From an optimization exercise on the open Yosys and OpenROAD flow, aimed at small area, a short achievable clock period and few clock cycles; shortcuts taken in it are not production practice.
Where RTL was checked, it was by simulation tests only, not by an equivalence proof against the original.
The clock port is modelled as an ideal driver; clocking choices that lean on that would not hold on a real chip.
Power figures rest on the tool's default switching activity, not on a simulated workload.

## the previous run
// LZ77_Encoder
module LZ77_Encoder(clk,reset,chardata,valid,encode,finish,offset,match_len,char_nxt);
==> module LZ77_Encoder, before the edit <==
module LZ77_Encoder(clk,reset,chardata,valid,encode,finish,offset,match_len,char_nxt);
input 				clk;
input 				reset;
input 		[7:0] 	chardata;
output  	reg  valid;
output  			encode;
output  	reg	finish;
output  	reg [4:0] 	offset;
output  		[4:0] 	match_len;
output  		[7:0] 	char_nxt;
reg		[4*31-1:0]	hist;
reg		[29:0]		base;
reg		[4:0]		len;
reg					fresh;	 
reg					full;	 
reg		[9:0]		cnt;	 
assign	encode = 1'b1;
assign	match_len = len;
assign	char_nxt = {2'b00, finish, 1'b0, hist[7:4]};
wire		run = ~cnt[9];
wire		eob = cnt[9] & ~|cnt[8:0];
wire	[9:0]	cnt_nxt = cnt + 10'd1;
reg		[29:0]		hv;
reg		[29:0]		m;
integer i;
always @(*)
begin
	for (i = 0; i < 30; i = i + 1)
	begin
		hv[i] = ~cnt_nxt[9] & ((|cnt_nxt[8:5]) | (cnt_nxt[4:0] > i));
		m[i] = (hist[4*(i+1) +: 4] == hist[3:0]);
	end
end
wire			go = run & ~full;
wire	[29:0]	a = base & m & {30{go}};
wire			emit = ~|a;
wire	[4:0]	cur = fresh ? 5'd0 : len;
reg		[4:0]	best;
always @(*)
begin
	best = 5'd0;
	for (i = 0; i < 30; i = i + 1)
		if (base[i]) best = i;
end
always @(posedge clk or posedge reset)
begin
	if (reset)
	begin
		cnt <= 10'h3ff;
		valid <= 1'b0;
		finish <= 1'b0;
	end
	else
	begin
		cnt <= cnt_nxt;
		valid <= ~finish & (eob | (run & emit));
		finish <= finish | eob;
	end
end
always @(posedge clk)
begin
	hist <= {hist[4*30-1:0], (cnt == 10'd511) ? 4'h4 : chardata[3:0]};
	base <= a | (hv & {30{emit}});	 
	len <= emit ? cur : cur + 5'd1;
	fresh <= emit;
	full <= ~emit & (cur == 5'd23);
	offset <= fresh ? 5'd0 : best;
end
endmodule
==> flow/config.mk <==
export PLATFORM = sky130hd
export DESIGN_NAME = LZ77_Encoder
export DESIGN_NICKNAME = LZ77_Encoder
export VERILOG_FILES = /design/flow/design.v
export SDC_FILE = /design/flow/constraint.sdc
export NUM_CORES = 4
export LEC_CHECK = 0
export ABC_AREA = 1
export CAP_MARGIN = 20
export CORE_MARGIN = 2
export CORE_UTILIZATION = 50
export SLEW_MARGIN = 20
==> flow/constraint.sdc <==
create_clock -name core_clock -period 10.0 [get_ports {clk}]
set_input_delay 2.0000 -clock core_clock [delete_from_list [all_inputs] [get_ports {clk}]]
set_output_delay 2.0000 -clock core_clock [all_outputs]
set_load 0.01 [all_outputs]
standard.sh (not shown) runs the stock make flow with config.mk's settings and CLKGATE_MAP_FILE= SYNTH_SCRIPT=/design/flow/synth_recipe.tcl, a recipe that flattens the netlist after the stock synthesis.
==> flow/flow/run.sh <==
#!/bin/bash
# Standard ORFS layout, with buf_4 port buffers and repair_timing aiming at
# a setup slack of 7.0 ns (the design's natural period is far below the 10 ns clock).
set -euo pipefail
export BUFFER_PORTS_ARGS="-buffer_cell sky130_fd_sc_hd__buf_4"
export SETUP_SLACK_MARGIN=7.0
export CTS_ARGS="-sink_clustering_enable -repair_clock_nets -dont_use_dummy_load -buf_list sky130_fd_sc_hd__clkbuf_8 -sink_clustering_size 30"
export POST_FLOORPLAN_TCL=$PWD/flow/downsize.tcl
bash standard.sh finish > orfs_make.log 2>&1
==> flow/flow/downsize.tcl <==
# Size every combinational cell down to the smallest drive strength the
# platform allows; the flow's later repair steps size up what timing needs.
set db [ord::get_db]
set dont_use $::env(DONT_USE_CELLS)
set n 0
foreach inst [[ord::get_db_block] getInsts] {
  set m [[$inst getMaster] getName]
  if { ![regexp {^(sky130_fd_sc_hd__[a-z0-9]+)_(\d+)$} $m -> base drive] } { continue }
  if { [regexp {__(df|ed|sd|dl|tap|conb|fill|decap|clk)} $m] } { continue }
  foreach s {0 1 2 4} {
    set cand ${base}_$s
    if { $cand eq $m } { break }
    if { [lsearch -exact $dont_use $cand] >= 0 } { continue }
    set nm [$db findMaster $cand]
    if { $nm eq "NULL" } { continue }
    if { [$inst swapMaster $nm] } { incr n; break }
  }
}
puts "downsize: resized $n instances"
The previous run has completed all stages; timing, DRC and antenna checks passed.
The inputs of the current run differ from those of the previous run as listed below.
--- a/flow/design.v
+++ b/flow/design.v
@@ -32,7 +32,6 @@
 	end
 end
-wire			go = run & ~full;
-wire	[29:0]	a = base & m & {30{go}};
-wire			emit = ~|a;
+wire	[29:0]	a = base & m;
+wire			emit = full | cnt[9] | ~|a;
 wire	[4:0]	cur = fresh ? 5'd0 : len;
 reg		[4:0]	best;
@@ -61,5 +60,5 @@
 begin
 	hist <= {hist[4*30-1:0], (cnt == 10'd511) ? 4'h4 : chardata[3:0]};
-	base <= a | (hv & {30{emit}});	 
+	base <= emit ? hv : a;
 	len <= emit ? cur : cur + 5'd1;
 	fresh <= emit;
### Flow results
Relative to the previous run, the current run improves cell area after layout.
From the current run to the previous run, total grt overflow did not move at all.
The lower final worst setup slack came out of the current run.
On reported combinational group power, the lower figure sits with the previous run, not the current run.
Compared with the previous run, in the current run non-clock buffer count moved down; basic-gate share of the synthesized area counting and, or, nand and nor cells grew by 2.4 points.
Testbench counts of the current run, summed over its fixed seeds: cycles 16,448.
Function not checked in the previous run: the RTL went through the layout flow alone.

========
The RTL this note starts from:
==> flow/design.v <==
module LZ77_Encoder(clk,reset,chardata,valid,encode,finish,offset,match_len,char_nxt);
input 				clk;
input 				reset;
input 		[7:0] 	chardata;
output  	reg  valid;
output  			encode;
output  	reg	finish;
output  	reg [4:0] 	offset;
output  	reg [4:0] 	match_len;
output  		[7:0] 	char_nxt;
reg		[4*31-1:0]	hist;
reg		[29:0]		alive;
reg		[4:0]		len;
reg					fresh;	 
reg					full;	 
reg		[9:5]		cnt;
reg		[2:0]		tl;
reg		[6:0]		th;
reg					late;	 
assign	encode = 1'b1;
assign	char_nxt = {2'b00, finish, 1'b0, hist[7:4]};
wire		lo_max = tl[2];				 
wire		low_max = tl[2] & th[6];	 
wire		low_zero = ~tl[0] & ~th[0];	 
wire		run = ~cnt[9];
wire		eob = cnt[9] & ~|cnt[8:5] & low_zero;
wire		last = ~cnt[9] & (&cnt[8:5]) & low_max;	 
wire	[3:0]	nxt = last ? 4'h4 : chardata[3:0];
reg		[29:0]		hv;
reg		[29:0]		m;
integer i;
always @(*)
begin
	for (i = 0; i < 30; i = i + 1)
	begin
		hv[i] = late | ((i / 4 < 7) ? th[i / 4] : 1'b0)
			| (((i / 4 == 0) ? 1'b1 : th[(i / 4) - 1]) & ((i % 4 < 3) ? tl[i % 4] : 1'b0));
		m[i] = (hist[4*(i+1) +: 4] == hist[3:0]);
	end
end
wire			go = run & (fresh | ~full);
wire	[29:0]	a = (fresh ? hv : alive) & m & {30{go}};
wire			emit = ~|a;
wire	[4:0]	cur = fresh ? 5'd0 : len;
reg		[4:0]	best;
always @(*)
begin
	best = 5'd0;
	for (i = 0; i < 30; i = i + 1)
		if (alive[i]) best = i;
end
always @(posedge clk or posedge reset)
begin
	if (reset)
	begin
		cnt <= 5'h1f;
		tl <= 3'b111;
		th <= 7'h7f;
		late <= 1'b0;
		valid <= 1'b0;
		finish <= 1'b0;
	end
	else
	begin
		tl <= lo_max ? 3'b000 : {tl[1:0], 1'b1};
		if (lo_max)
			th <= th[6] ? 7'h00 : {th[5:0], 1'b1};
		if (low_max)
			cnt <= cnt + 5'd1;
		late <= run & (late | low_max);
		valid <= ~finish & (eob | (run & emit));
		finish <= finish | eob;
	end
end
always @(posedge clk)
begin
	hist <= {hist[4*30-1:0], nxt};
	alive <= a;
	len <= cur + 5'd1;	 
	match_len <= cur;
	fresh <= emit;
	full <= (cur == 5'd23);
	offset <= best;	 
end
endmodule
Settings: LEC_CHECK=0, ABC_AREA=1, CAP_MARGIN=20, CORE_MARGIN=2, CORE_UTILIZATION=50, SLEW_MARGIN=20; clock period 10.0 ns.
==> flow/flow/run.sh <==
#!/bin/bash
# Standard ORFS layout, with buf_4 port buffers and repair_timing aiming at
# a setup slack of 6.9 ns (the design's natural period is far below the 10 ns clock).
set -euo pipefail
export BUFFER_PORTS_ARGS="-buffer_cell sky130_fd_sc_hd__buf_2"
export SETUP_SLACK_MARGIN=6.9
export CTS_ARGS="-sink_clustering_enable -repair_clock_nets -dont_use_dummy_load -buf_list sky130_fd_sc_hd__clkbuf_8 -sink_clustering_size 30"
export POST_FLOORPLAN_TCL=$PWD/flow/restructure.tcl RMP_LIB=$FLOW_HOME/platforms/sky130hd/lib/sky130_fd_sc_hd__tt_025C_1v80.lib
export POST_CTS_TCL=$PWD/flow/clkinv.tcl CLKINV_ROOT=sky130_fd_sc_hd__clkinv_16 CLKINV_LEAF=sky130_fd_sc_hd__clkinv_4 CLKINV_MARGIN=7.15
bash standard.sh cts > orfs_make.log 2>&1
# after the clock tree is rebuilt, repair against the faster clock
export SETUP_SLACK_MARGIN=7.15
bash standard.sh finish > orfs_make2.log 2>&1
Scripts as last shown in full above: flow/flow/downsize.tcl
Other scripts of this flow, unchanged in this note and not shown: flow/flow/clkinv.tcl, flow/flow/restructure.tcl
==> next run, changes <==
==> flow/design.v (replaced) <==
module LZ77_Encoder(clk,reset,chardata,valid,encode,finish,offset,match_len,char_nxt);
input 				clk;
input 				reset;
input 		[7:0] 	chardata;
output  	reg  valid;
output  			encode;
output  	reg	finish;
output  	reg [4:0] 	offset;
output  	reg [4:0] 	match_len;
output  		[7:0] 	char_nxt;
reg		[4*31-1:0]	hist;
reg		[29:0]		alive;
reg		[4:0]		len;
reg					fresh;	 
reg					full;	 
reg		[9:0]		cnt;	 
reg					late;	 
assign	encode = 1'b1;
assign	char_nxt = {2'b00, finish, 1'b0, hist[7:4]};
wire		run = ~cnt[9];
wire		eob = cnt[9] & ~|cnt[8:0];
reg		[29:0]		hv;
reg		[29:0]		m;
integer i;
always @(*)
begin
	for (i = 0; i < 30; i = i + 1)
	begin
		hv[i] = late | (cnt[4:0] > i);
		m[i] = (hist[4*(i+1) +: 4] == hist[3:0]);
	end
end
wire			go = run & (fresh | ~full);
wire	[29:0]	a = (fresh ? hv : alive) & m & {30{go}};
wire			emit = ~|a;
wire	[4:0]	cur = fresh ? 5'd0 : len;
reg		[4:0]	best;
always @(*)
begin
	best = 5'd0;
	for (i = 0; i < 30; i = i + 1)
		if (alive[i]) best = i;
end
always @(posedge clk or posedge reset)
begin
	if (reset)
	begin
		cnt <= 10'h3ff;
		late <= 1'b0;
		valid <= 1'b0;
		finish <= 1'b0;
	end
	else
	begin
		cnt <= cnt + 10'd1;
		late <= run & (late | (&cnt[4:0]));
		valid <= ~finish & (eob | (run & emit));
		finish <= finish | eob;
	end
end
always @(posedge clk)
begin
	hist <= {hist[4*30-1:0], (cnt == 10'd511) ? 4'h4 : chardata[3:0]};
	alive <= a;
	len <= cur + 5'd1;	 
	match_len <= cur;
	fresh <= emit;
	full <= (cur == 5'd23);
	offset <= best;	 
end
endmodule
Worst setup slack improves by 0.013 ns.
Cell count rises by 2.4%.
Via count rises by 2.3%.
Final area falls by 1.2%.
Core utilization falls by 2.0 points.
Die area rises by 0.70%.
Wire length falls by 0.40%.
Total power stays flat.
Fmax rises by 0.47%.
Testbench counts after the change, summed over its fixed seeds: cycles 16,448.
Function not checked in the first run of this note: the RTL went through the layout flow alone.

========
Another version of the RTL of LZ77_Encoder (not shown whole).
Size: about 31 I/O pins.
Design LZ77_Encoder, start of the top module:
module LZ77_Encoder(clk,reset,chardata,valid,encode,finish,offset,match_len,char_nxt);
==> module LZ77_Encoder, before the edit <==
module LZ77_Encoder(clk,reset,chardata,valid,encode,finish,offset,match_len,char_nxt);
input 				clk;
input 				reset;
input 		[7:0] 	chardata;
output  	reg  valid;
output  			encode;
output  	reg	finish;
output  	reg [4:0] 	offset;
output  		[4:0] 	match_len;
output  		[7:0] 	char_nxt;
reg		[4*31-1:0]	hist;
reg		[29:0]		alive;
reg		[4:0]		len;
reg					fresh;	 
reg					full;	 
reg		[9:0]		cnt;	 
assign	encode = 1'b1;
assign	match_len = len;
assign	char_nxt = {2'b00, finish, 1'b0, hist[7:4]};
wire		run = ~cnt[9];
wire		eob = cnt[9] & ~|cnt[8:0];
reg		[29:0]		hv;
reg		[29:0]		m;
integer i;
always @(*)
begin
	for (i = 0; i < 30; i = i + 1)
	begin
		hv[i] = (|cnt[8:5]) | (cnt[4:0] > i);
		m[i] = (hist[4*(i+1) +: 4] == hist[3:0]);
	end
end
wire			go = run & ~full;
wire	[29:0]	a = (fresh ? hv : alive) & m & {30{go}};
wire			emit = ~|a;
wire	[4:0]	cur = fresh ? 5'd0 : len;
reg		[4:0]	best;
always @(*)
begin
	best = 5'd0;
	for (i = 0; i < 30; i = i + 1)
		if (alive[i]) best = i;
end
always @(posedge clk or posedge reset)
begin
	if (reset)
	begin
		cnt <= 10'h3ff;
		valid <= 1'b0;
		finish <= 1'b0;
	end
	else
	begin
		cnt <= cnt + 10'd1;
		valid <= ~finish & (eob | (run & emit));
		finish <= finish | eob;
	end
end
always @(posedge clk)
begin
	hist <= {hist[4*30-1:0], (cnt == 10'd511) ? 4'h4 : chardata[3:0]};
	alive <= a;
	len <= emit ? cur : cur + 5'd1;
	fresh <= emit;
	full <= ~emit & (cur == 5'd23);
	offset <= fresh ? 5'd0 : best;
end
endmodule
==> flow/config.mk <==
export PLATFORM = sky130hd
export DESIGN_NAME = LZ77_Encoder
export DESIGN_NICKNAME = LZ77_Encoder
export VERILOG_FILES = /design/flow/design.v
export SDC_FILE = /design/flow/constraint.sdc
export NUM_CORES = 4
export LEC_CHECK = 0
export ABC_AREA = 1
export CAP_MARGIN = 20
export CORE_MARGIN = 2
export CORE_UTILIZATION = 50
export SLEW_MARGIN = 20
==> flow/constraint.sdc <==
create_clock -name core_clock -period 10.0 [get_ports {clk}]
set_input_delay 2.0000 -clock core_clock [delete_from_list [all_inputs] [get_ports {clk}]]
set_output_delay 2.0000 -clock core_clock [all_outputs]
set_load 0.01 [all_outputs]
==> flow/flow/run.sh <==
#!/bin/bash
# Standard ORFS layout, with buf_4 port buffers and repair_timing aiming at
# a setup slack of 6.9 ns (the design's natural period is far below the 10 ns clock).
set -euo pipefail
export BUFFER_PORTS_ARGS="-buffer_cell sky130_fd_sc_hd__buf_2"
export SETUP_SLACK_MARGIN=6.9
export CTS_ARGS="-sink_clustering_enable -repair_clock_nets -dont_use_dummy_load -buf_list sky130_fd_sc_hd__clkbuf_8 -sink_clustering_size 30"
export POST_FLOORPLAN_TCL=$PWD/flow/restructure.tcl RMP_LIB=$FLOW_HOME/platforms/sky130hd/lib/sky130_fd_sc_hd__tt_025C_1v80.lib
export POST_CTS_TCL=$PWD/flow/clkinv.tcl CLKINV_ROOT=sky130_fd_sc_hd__clkinv_16 CLKINV_LEAF=sky130_fd_sc_hd__clkinv_4 CLKINV_MARGIN=7.2
bash standard.sh finish > orfs_make.log 2>&1
Scripts as last shown in full above: flow/flow/downsize.tcl
Other scripts of this flow, unchanged in this note and not shown: flow/flow/clkinv.tcl, flow/flow/restructure.tcl
Testbench counts at the start, summed over its fixed seeds: cycles 16,448.
Rerun with:
--- a/flow/design.v
+++ b/flow/design.v
@@ -15,4 +15,5 @@
 reg					full;	 
 reg		[9:0]		cnt;	 
+reg					late;	 
 assign	encode = 1'b1;
 assign	match_len = len;
@@ -27,5 +28,5 @@
 	for (i = 0; i < 30; i = i + 1)
 	begin
-		hv[i] = (|cnt[8:5]) | (cnt[4:0] > i);
+		hv[i] = late | (cnt[4:0] > i);
 		m[i] = (hist[4*(i+1) +: 4] == hist[3:0]);
 	end
@@ -47,4 +48,5 @@
 	begin
 		cnt <= 10'h3ff;
+		late <= 1'b0;
 		valid <= 1'b0;
 		finish <= 1'b0;
@@ -53,4 +55,5 @@
 	begin
 		cnt <= cnt + 10'd1;
+		late <= run & (late | (&cnt[4:0]));
 		valid <= ~finish & (eob | (run & emit));
 		finish <= finish | eob;
@@ -64,5 +67,5 @@
 	fresh <= emit;
 	full <= ~emit & (cur == 5'd23);
-	offset <= fresh ? 5'd0 : best;
+	offset <= best;	 
 end
 endmodule
Sequential power grows by about 1%.
Power climbs by about 2.7%.
Worst setup slack improved by 0.25 ns.
Worst hold slack stays flat.
Die area rose by about 3%.
Cell area increases by about 1.8%.
Only the layout flow was run in the second run of this note; the RTL was not checked for function there.

[separate check: timing with driven ports]
The flow's constraints put no driver on any port. The routed layouts listed below were extracted and timed again, unchanged, in two steps.
Step 1 (the two cells are an assumption about what drives the block):
set clk [get_ports {clk}]
set_driving_cell -lib_cell sky130_fd_sc_hd__clkbuf_16 $clk
set_driving_cell -lib_cell sky130_fd_sc_hd__buf_2 [delete_from_list [all_inputs] $clk]
Step 2 moves the port delays by t, midway between the first and last clock arrival at a register: inputs arrive t later, outputs are due t later. That takes back most of the time a late clock gives input paths.
Slacks: ideal / step 1 / step 2; pairs: ideal / step 1.
| run | t, ns | slack for setup (ns) | worst hold slack (ns) | cell pins on the clock port's net |
|---|---|---|---|---|
| the previous run | 0.489 | 7.003 / 6.964 / 7.134 | 0.337 / 0.337 / 0.337 | 1 |
| the current run | 0.488 | 6.997 / 6.955 / 7.100 | 0.350 / 0.350 / 0.350 | 1 |
| the first run of note 2 | 0.309 | 7.196 / 7.122 / 7.241 | 0.348 / 0.348 / 0.348 | 1 |
| the second run of note 2 | 0.314 | 7.209 / 7.136 / 7.318 | 0.347 / 0.347 / 0.347 | 1 |
| the first run of note 3 | 0.312 | 6.784 / 6.783 / 6.783 | 0.354 / 0.354 / 0.354 | 1 |
| the second run of note 3 | 0.314 | 7.031 / 7.031 / 7.031 | 0.357 / 0.357 / 0.357 | 1 |
After both steps setup and hold are still met in every run listed. The setup slack of the first run of note 3, which loses most, moves by -0.001 ns with the drivers and by -0.001 ns with both steps.
